This design comes from an exercise in tuning for small area and a short achievable clock period on the open sky130 flow, not from production work. At most, simulation tests tie the RTL to the original design; equivalence was not proved. The clock input has no modelled driver; a real chip could not lean on it and would need a root buffer or a full tree. Power figures rest on the tool's default switching activity, not on a simulated workload.

P:
==> flow/design.v <==
module deserializer(
    input serial_data,
    input clk,rst,
    input deser_en,
    output reg[9:0] parallel_data,
    output reg data_valid,
    output wire issue        
);
reg [3:0] counter;
wire full = (counter == 4'd10);
assign issue = deser_en & full;
always @(posedge clk,negedge rst) begin
    if (!rst) begin
        counter<=4'b0;
        data_valid<=1'b0;
    end
    else begin
        data_valid <= issue;
        if (deser_en)
            counter <= full ? 4'd0 : counter + 1'b1;
    end
end
always @(posedge clk) begin
    if (deser_en & !full)
        parallel_data<={serial_data,parallel_data[9:1]};
end
endmodule
module SERIALIZER(
    input rst,clk,
    input [7:0] data,
    output reg ser_out,
    input data_valid,ss_n
);
reg [7:0] registers;
reg [3:0] counter;
always @(posedge clk,negedge rst)
begin
  if(!rst)
  begin
    counter<=4'b0000;
    registers<=8'b00;
    ser_out<=1'b0;
  end
  else if(data_valid)
  begin
    registers<=data;
    ser_out<=1'b0;
    counter<=4'b0000;
  end
  else if(!ss_n)
  begin
    if (counter!=4'd8) begin
      {registers,ser_out}<={1'b0,registers};
      counter<=counter+1'b1;
    end
    else begin
      counter<=4'd0;
    end
  end
  else
    counter<=4'b0000;
end
endmodule
module Single_Port_Asyn_RAM #(parameter MEM_DEPTH =256,parameter ADDR_SIZE=8)( 
    input [9:0]din,
    input clk,rst,rx_valid,
    input rx_issue,
    output [7:0] dout,
    output reg tx_valid
);
localparam NG = 24;
wire hi = din[7] & din[6];
wire k3 = din[5] & din[4];
wire [4:0] c_grp  = !hi ? din[7:3] : (!k3 ? {1'b0, din[3:0]} : {2'b10, din[2:0]});
wire [3:0] c_slot = !hi ? {1'b0, din[2:0]} : (!k3 ? {2'b10, din[5:4]} : {3'b100, din[3]});
wire cmd_wa = rx_valid & (din[9:8] == 2'b00);
wire cmd_wr = rx_valid & (din[9:8] == 2'b01);
wire iss_ra = rx_issue & (din[9:8] == 2'b10);
reg [8:0] read_address;
reg wa_set;    
always @(posedge clk,negedge rst) begin
    if (!rst) begin
        tx_valid<=1'b0;
        read_address<=9'b0;
        wa_set<=1'b0;
    end
    else begin
        tx_valid <= rx_valid & (din[9:8] == 2'b11);
        if (iss_ra)
            read_address <= {c_grp, c_slot};
        if (cmd_wa)
            wa_set <= 1'b1;
    end
end
reg [8:0] write_address;
reg [7:0] wd_p;
reg pend;
wire wa_zero = cmd_wr & !wa_set;
wire pend_n = cmd_wa ? 1'b0 : cmd_wr ? 1'b1 : pend;
always @(posedge clk) begin
    if (cmd_wa | wa_zero)
        write_address <= cmd_wa ? {c_grp, c_slot} : 9'b0;
    pend <= pend_n;
    if (cmd_wr)
        wd_p <= din[7:0];
end
reg [3:0] p11, p10;
wire [3:0] p11_n = (p11 == 4'd10) ? 4'd0 : p11 + 1'b1;
wire [3:0] p10_n = (p10 == 4'd9)  ? 4'd0 : p10 + 1'b1;
always @(posedge clk) begin
    p11 <= p11_n;
    p10 <= p10_n;
end
wire [3:0] w_slot_n = wa_zero ? 4'd0 : write_address[3:0];
wire [1:0] w_hi_n = wa_zero ? 2'd0 : write_address[8:7];
reg [2:0] wsel;
reg r_hit, fwd;
always @(posedge clk) begin
    wsel[0] <= pend_n & (w_hi_n == 2'd0) & (w_slot_n == p11_n);
    wsel[1] <= pend_n & (w_hi_n == 2'd1) & (w_slot_n == p11_n);
    wsel[2] <= pend_n & (w_hi_n == 2'd2) & (w_slot_n == p10_n);
    r_hit <= read_address[3:0] == (read_address[8] ? p10_n : p11_n);
    fwd <= pend_n & (wa_zero ? (read_address == 9'd0) : (write_address == read_address));
end
wire [2:0] w_lo = write_address[6:4];
wire [8*NG-1:0] tails;
wire [7:0] wdn = ~wd_p;
genvar g;
generate
for (g = 0; g < NG; g = g + 1) begin : grp
    localparam L = (g < 16) ? 11 : 10;
    reg [8*L-1:0] ring;
    wire we = wsel[g / 8] && (w_lo == g % 8);
    assign tails[8*g +: 8] = ring[8*L-1 -: 8];
    wire [7:0] head;
    ring_head hd [7:0] (.wdn(wdn), .wen(!we), .t(ring[8*L-1 -: 8]), .h(head));
    always @(posedge clk)
        ring <= {ring[8*L-9:0], head};
end
endgenerate
wire [4:0] r_grp = read_address[8:4];
reg [7:0] rbuf;
always @(posedge clk) begin
    if (r_hit)
        rbuf <= fwd ? wd_p : tails[8*r_grp +: 8];
end
assign dout = rbuf;
endmodule
module ring_head(input wdn, input wen, input t, output h);
assign h = ~((wdn | wen) & ~(t & wen));
endmodule
module SPI_Slave(
    input MOSI,
    input clk,rst,ss_n,
    input tx_valid,
    output wire MISO,
    input [7:0]tx_data,
    output wire [9:0]rx_data,
    output wire rx_valid,
    output wire rx_issue
);
reg start_q, shift_q;
always @(posedge clk,negedge rst) begin
    if (!rst) begin
        start_q <= 1'b0;
        shift_q <= 1'b0;
    end
    else begin
        start_q <= !ss_n & !start_q & !shift_q;
        shift_q <= !ss_n & (start_q | shift_q);
    end
end
deserializer  Deserializer_SPI(
    .serial_data(MOSI),
    .clk(clk),
    .rst(rst),
    .deser_en(shift_q),
    .parallel_data(rx_data),
    .data_valid(rx_valid),
    .issue(rx_issue)
);
SERIALIZER SERIALIZER_SPI(
   .rst(rst),
   .clk(clk),
   .data(tx_data),
   .ser_out(MISO),
   .data_valid(tx_valid),
   .ss_n(ss_n)
);
endmodule
module SPI_TOP(
    input clk,
	input rst,
	input ss_n,
	input MOSI, 
	output MISO
);
	wire [9:0] SLAVE_RAM;
	wire [7:0] RAM_SLAVE;
	wire tx_valid, rx_valid, rx_issue;
	SPI_Slave SPI_SLAVE 
	(
		.MOSI(MOSI),
		.MISO(MISO),
		.ss_n(ss_n),
		.clk(clk),
		.rst(rst),
		.rx_data(SLAVE_RAM),
		.rx_valid(rx_valid),
		.rx_issue(rx_issue),
		.tx_data(RAM_SLAVE),
		.tx_valid(tx_valid)
	);
	Single_Port_Asyn_RAM RAM
	(
		.clk(clk),
		.rst(rst),
		.din(SLAVE_RAM),
		.rx_valid(rx_valid),
		.rx_issue(rx_issue),
		.dout(RAM_SLAVE),
		.tx_valid(tx_valid)
	);
endmodule
Settings: LEC_CHECK=0, CAP_MARGIN=30, CORE_MARGIN=2, CORE_UTILIZATION=50, SETUP_SLACK_MARGIN=3.8, SLEW_MARGIN=40, SYNTH_HIERARCHICAL=1, SYNTH_MINIMUM_KEEP_SIZE=0; clock period 6.0 ns.
standard.sh (not shown) runs the stock make flow with config.mk's settings and CLKGATE_MAP_FILE= SYNTH_SCRIPT=/design/flow/synth_recipe.tcl, a recipe that flattens the netlist after the stock synthesis.
==> flow/flow/run.sh <==
#!/bin/bash
# Layout flow: the standard ORFS flow (standard.sh), with these changes:
# - the flip-flop driving MISO's output buffer is moved next to that buffer
#   before detailed placement (flow/miso.tcl), so it does not drive a long wire;
# - clock tree synthesis with larger sink clusters and no dummy loads, after
#   which the tree's upper levels are replaced by four root buffers, each
#   driving the leaf buffers of a quarter of the die (flow/quad_ct.tcl);
# each tool's output goes to a log file of its own here.
set -euo pipefail
export PRE_DETAIL_PLACE_TCL="$PWD/flow/miso.tcl"
export POST_CTS_TCL="$PWD/flow/quad_ct.tcl"
export CTS_ARGS="-sink_clustering_enable -repair_clock_nets -sink_clustering_size 32 -sink_clustering_max_diameter 80 -dont_use_dummy_load"
bash standard.sh synth > log_synth.txt 2>&1
bash standard.sh floorplan > log_floorplan.txt 2>&1
bash standard.sh place > log_place.txt 2>&1
bash standard.sh cts > log_cts.txt 2>&1
bash standard.sh route > log_route.txt 2>&1
bash standard.sh finish > log_finish.txt 2>&1
Other scripts of this flow, unchanged in this note and not shown: flow/flow/miso.tcl, flow/flow/quad_ct.tcl
P went all the way through synthesis, placement and routing and the layout is clean on timing, DRC and antenna.
diff inputs: P => Q
--- a/flow/design.v
+++ b/flow/design.v
@@ -140,14 +140,30 @@
 endgenerate
 wire [4:0] r_grp = read_address[8:4];
 reg [7:0] rbuf;
+wire [7:0] tsel;
+rmux24 rm (.d(tails), .s(r_grp), .y(tsel));
 always @(posedge clk) begin
     if (r_hit)
-        rbuf <= fwd ? wd_p : tails[8*r_grp +: 8];
+        rbuf <= fwd ? wd_p : tsel;
 end
 assign dout = rbuf;
 endmodule
 module ring_head(input wdn, input wen, input t, output h);
 assign h = ~((wdn | wen) & ~(t & wen));
+endmodule
+module rmux24(input [191:0] d, input [4:0] s, output [7:0] y);
+wire [47:0] l1;
+wire [7:0] l2a, l2b;
+genvar i;
+generate for (i = 0; i < 6; i = i + 1) begin : m1
+    mux4x8 m (.d(d[32*i +: 32]), .s(s[1:0]), .y(l1[8*i +: 8]));
+end endgenerate
+mux4x8 m2 (.d(l1[31:0]), .s(s[3:2]), .y(l2a));
+assign l2b = s[2] ? l1[47:40] : l1[39:32];
+assign y = s[4] ? l2b : l2a;
+endmodule
+module mux4x8(input [31:0] d, input [1:0] s, output [7:0] y);
+assign y = d[8*s +: 8];
 endmodule
 module SPI_Slave(
     input MOSI,
## What came out
Q and P all finish clean.
Diff P -> Q: sequential group power comparable, worst setup slack now smaller, layout overhead on the synthesized area now larger, synthesized netlist cell count now smaller, area of the mapped netlist now smaller.
Against P, Q reports a power that is lower.
Total internal power: Q vs P — no meaningful difference
No functional check of the RTL was part of Q.


== old ==
SPI_TOP, a different RTL version from the one above (not shown whole).
For scale: ~3000 cells after synthesis, roughly 2200 flip-flops, roughly 48000 um2 of cells after synthesis.
==> module Single_Port_Asyn_RAM, before the edit <==
module Single_Port_Asyn_RAM #(parameter MEM_DEPTH =256,parameter ADDR_SIZE=8)( 
    input [9:0]din,
    input clk,rst,rx_valid,
    input rx_complete,
    input MOSI,
    output [7:0] dout,
    output reg tx_valid
);
localparam NG = 24;
function [8:0] conv;
    input [7:0] a;
    reg hi, k3;
    begin
        hi = a[7] & a[6];
        k3 = a[5] & a[4];
        conv[8:4] = !hi ? a[7:3] : (!k3 ? {1'b0, a[3:0]} : {2'b10, a[2:0]});
        conv[3:0] = !hi ? {1'b0, a[2:0]} : (!k3 ? {2'b10, a[5:4]} : {3'b100, a[3]});
    end
endfunction
wire cmd_wa = rx_valid & (din[9:8] == 2'b00);
wire cmd_wr = rx_valid & (din[9:8] == 2'b01);
wire ld_ra = rx_complete & MOSI & !din[9];
reg [8:0] read_address;
reg wa_set;    
always @(posedge clk,negedge rst) begin
    if (!rst) begin
        tx_valid<=1'b0;
        read_address<=9'b0;
        wa_set<=1'b0;
    end
    else begin
        tx_valid <= rx_valid & (din[9:8] == 2'b11);
        if (ld_ra)
            read_address <= conv(din[8:1]);
        if (cmd_wa)
            wa_set <= 1'b1;
    end
end
reg [8:0] write_address;
reg [7:0] wd_p;
reg pend;
wire wa_zero = cmd_wr & !wa_set;
wire pend_n = cmd_wa ? 1'b0 : cmd_wr ? 1'b1 : pend;
always @(posedge clk) begin
    if (cmd_wa | wa_zero)
        write_address <= cmd_wa ? conv(din[7:0]) : 9'b0;
    pend <= pend_n;
    if (cmd_wr)
        wd_p <= din[7:0];
end
function [3:0] next_phase;
    input [3:0] p;
    input [3:0] last;
    begin
        case (p)
            4'd0: next_phase = 4'd1;   4'd1: next_phase = 4'd2;
            4'd2: next_phase = 4'd3;   4'd3: next_phase = 4'd4;
            4'd4: next_phase = 4'd5;   4'd5: next_phase = 4'd6;
            4'd6: next_phase = 4'd7;   4'd7: next_phase = 4'd8;
            4'd8: next_phase = 4'd9;   4'd9: next_phase = 4'd10;
            default: next_phase = 4'd0;
        endcase
        if (p == last)
            next_phase = 4'd0;
    end
endfunction
reg [3:0] p11, p10;
wire [3:0] p11_n = next_phase(p11, 4'd10);
wire [3:0] p10_n = next_phase(p10, 4'd9);
always @(posedge clk) begin
    p11 <= p11_n;
    p10 <= p10_n;
end
wire [3:0] w_slot_n = wa_zero ? 4'd0 : write_address[3:0];
wire [1:0] w_hi_n = wa_zero ? 2'd0 : write_address[8:7];
wire [2:0] w_lo_n = wa_zero ? 3'd0 : write_address[6:4];
reg [2:0] wsel;
reg [7:0] wlo;
reg r_hit, fwd;
always @(posedge clk) begin
    wsel[0] <= pend_n & (w_hi_n == 2'd0) & (w_slot_n == p11_n);
    wsel[1] <= pend_n & (w_hi_n == 2'd1) & (w_slot_n == p11_n);
    wsel[2] <= pend_n & (w_hi_n == 2'd2) & (w_slot_n == p10_n);
    wlo <= 8'd1 << w_lo_n;
    r_hit <= read_address[3:0] == (read_address[8] ? p10 : p11);
    fwd <= pend & !wa_zero & (write_address == read_address);
end
wire [8*NG-1:0] tails;
wire [7:0] wdn = ~wd_p;
genvar g;
generate
for (g = 0; g < NG; g = g + 1) begin : grp
    localparam L = (g < 16) ? 11 : 10;
    reg [8*L-1:0] ring;
    wire we = wsel[g / 8] && wlo[g % 8];
    assign tails[8*g +: 8] = ring[8*L-1 -: 8];
    wire [7:0] head;
    ring_head hd [7:0] (.wdn(wdn), .wen(!we), .t(ring[8*L-1 -: 8]), .h(head));
    always @(posedge clk)
        ring <= {ring[8*L-9:0], head};
end
endgenerate
reg [7:0] rlo;
always @(posedge clk)
    rlo <= 8'd1 << read_address[6:4];
wire [1:0] r_hi = read_address[8:7];
wire [23:0] tsel_b;
genvar h;
generate
for (h = 0; h < 3; h = h + 1) begin : rb
    sel8 s (.d(tails[64*h +: 64]), .oh(rlo), .y(tsel_b[8*h +: 8]));
end
endgenerate
reg [7:0] tsel, rbuf;
always @(posedge clk) begin
    tsel <= (r_hi == 2'd0) ? tsel_b[7:0] : (r_hi == 2'd1) ? tsel_b[15:8] : tsel_b[23:16];
    if (fwd)
        rbuf <= wd_p;
    else if (r_hit)
        rbuf <= tsel;
end
assign dout = rbuf;
endmodule
Settings: LEC_CHECK=0, CAP_MARGIN=30, CORE_MARGIN=2, CORE_UTILIZATION=65, SETUP_SLACK_MARGIN=3.8, SLEW_MARGIN=40, SYNTH_HIERARCHICAL=1, SYNTH_MINIMUM_KEEP_SIZE=0; clock period 6.0 ns.
==> flow/flow/run.sh <==
#!/bin/bash
# Layout flow: the standard ORFS flow (standard.sh), with these changes:
# - the flip-flop driving MISO's output buffer is moved next to that buffer
#   before detailed placement (flow/miso.tcl), so it does not drive a long wire;
set -euo pipefail
export PRE_DETAIL_PLACE_TCL="$PWD/flow/miso.tcl"
export POST_CTS_TCL="$PWD/flow/quad_ct.tcl"
export CTS_ARGS="-sink_clustering_enable -repair_clock_nets -sink_clustering_size 32 -sink_clustering_max_diameter 80 -dont_use_dummy_load"
bash standard.sh synth > log_synth.txt 2>&1
bash standard.sh floorplan > log_floorplan.txt 2>&1
bash standard.sh place > log_place.txt 2>&1
bash standard.sh cts > log_cts.txt 2>&1
bash standard.sh route > log_route.txt 2>&1
bash standard.sh finish > log_finish.txt 2>&1
Other scripts of this flow, unchanged in this note and not shown: flow/flow/miso.tcl, flow/flow/quad_ct.tcl
old completed; timing, DRC and antenna clean
Modified inputs, new compared to old
-- flow/design.v --
<<< old, line 112
        wd_p <= din[7:0];
end
function [3:0] next_phase;
    input [3:0] p;
    input [3:0] last;
    begin
        case (p)
            4'd0: next_phase = 4'd1;   4'd1: next_phase = 4'd2;
            4'd2: next_phase = 4'd3;   4'd3: next_phase = 4'd4;
            4'd4: next_phase = 4'd5;   4'd5: next_phase = 4'd6;
            4'd6: next_phase = 4'd7;   4'd7: next_phase = 4'd8;
            4'd8: next_phase = 4'd9;   4'd9: next_phase = 4'd10;
            default: next_phase = 4'd0;
        endcase
        if (p == last)
            next_phase = 4'd0;
    end
endfunction
reg [3:0] p11, p10;
wire [3:0] p11_n = next_phase(p11, 4'd10);
wire [3:0] p10_n = next_phase(p10, 4'd9);
always @(posedge clk) begin
    p11 <= p11_n;
>>> new, line 112
        wd_p <= din[7:0];
end
reg [3:0] p11, p10;
wire [3:0] p11_n = (p11 == 4'd10) ? 4'd0 : p11 + 1'b1;
wire [3:0] p10_n = (p10 == 4'd9)  ? 4'd0 : p10 + 1'b1;
always @(posedge clk) begin
    p11 <= p11_n;
<<< old, line 164
end
endgenerate
reg [7:0] rlo;
always @(posedge clk)
    rlo <= 8'd1 << read_address[6:4];
wire [1:0] r_hi = read_address[8:7];
wire [23:0] tsel_b;
>>> new, line 148
end
endgenerate
wire [7:0] rlo = 8'd1 << read_address[6:4];
wire [1:0] r_hi = read_address[8:7];
wire [23:0] tsel_b;
Notes after the runs:
new finished every step from synthesis to the final layout, and the layout passed the timing, DRC and antenna checks. The source-to-sink clock delay at the later pin of the worst-skew pair was comparable across new and old. old ended up with reg2out as its critical path start-end classification; new ended up with reg2reg. Delta (new minus old): initial core utilization climbed 0.37 points, core utilization grew by 0.42 points. Sum of internal, switching and leakage power ends up higher on new. Delta (new minus old): number of gates on the worst path with buffers counted climbed 5; layout inverter count without the clock tree dropped 13%. Detailed placer's ending HPWL sits higher in new than in old. Looking at slack of the critical path across new and old, the one that comes out higher is new. The run showing the greater synthesized area is old. Count of inserted tapcells, new and old: larger value in old.
No functional check of the RTL was part of any run of this note.

[static timing again, ports no longer ideal]
No port has a modelled driver above. Below, the same layouts with a new extraction and two added sets of constraints. Step 1: set_driving_cell puts a clkbuf_16 on clk and a buf_2 on each other input, an assumption about the parent block. Step 2 also shifts input and output timing later by t, the mid clock arrival at the registers, as if the neighbouring blocks saw the same clock. a / b / c = no drivers / after step 1 / after step 2; a / b = the first two.
run	t, ns	setup WS [ns]	slew at the worst register clock pin (ns)	worst slew at a driven data input, ns	pins driven straight from the clock port
P	0.633	3.752 / 3.611 / 3.339	0.12 / 0.12	0.07	4
Q	0.631	3.461 / 3.461 / 3.377	0.12 / 0.12	0.05	4
old	0.610	3.799 / 3.643 / 3.455	0.12 / 0.12	0.03	4
new	0.603	3.810 / 3.663 / 3.456	0.12 / 0.12	0.11	4
After both steps every run listed still meets setup and hold. The setup slack of P, which loses most, moves by -0.141 ns with the drivers and by -0.413 ns with both steps.
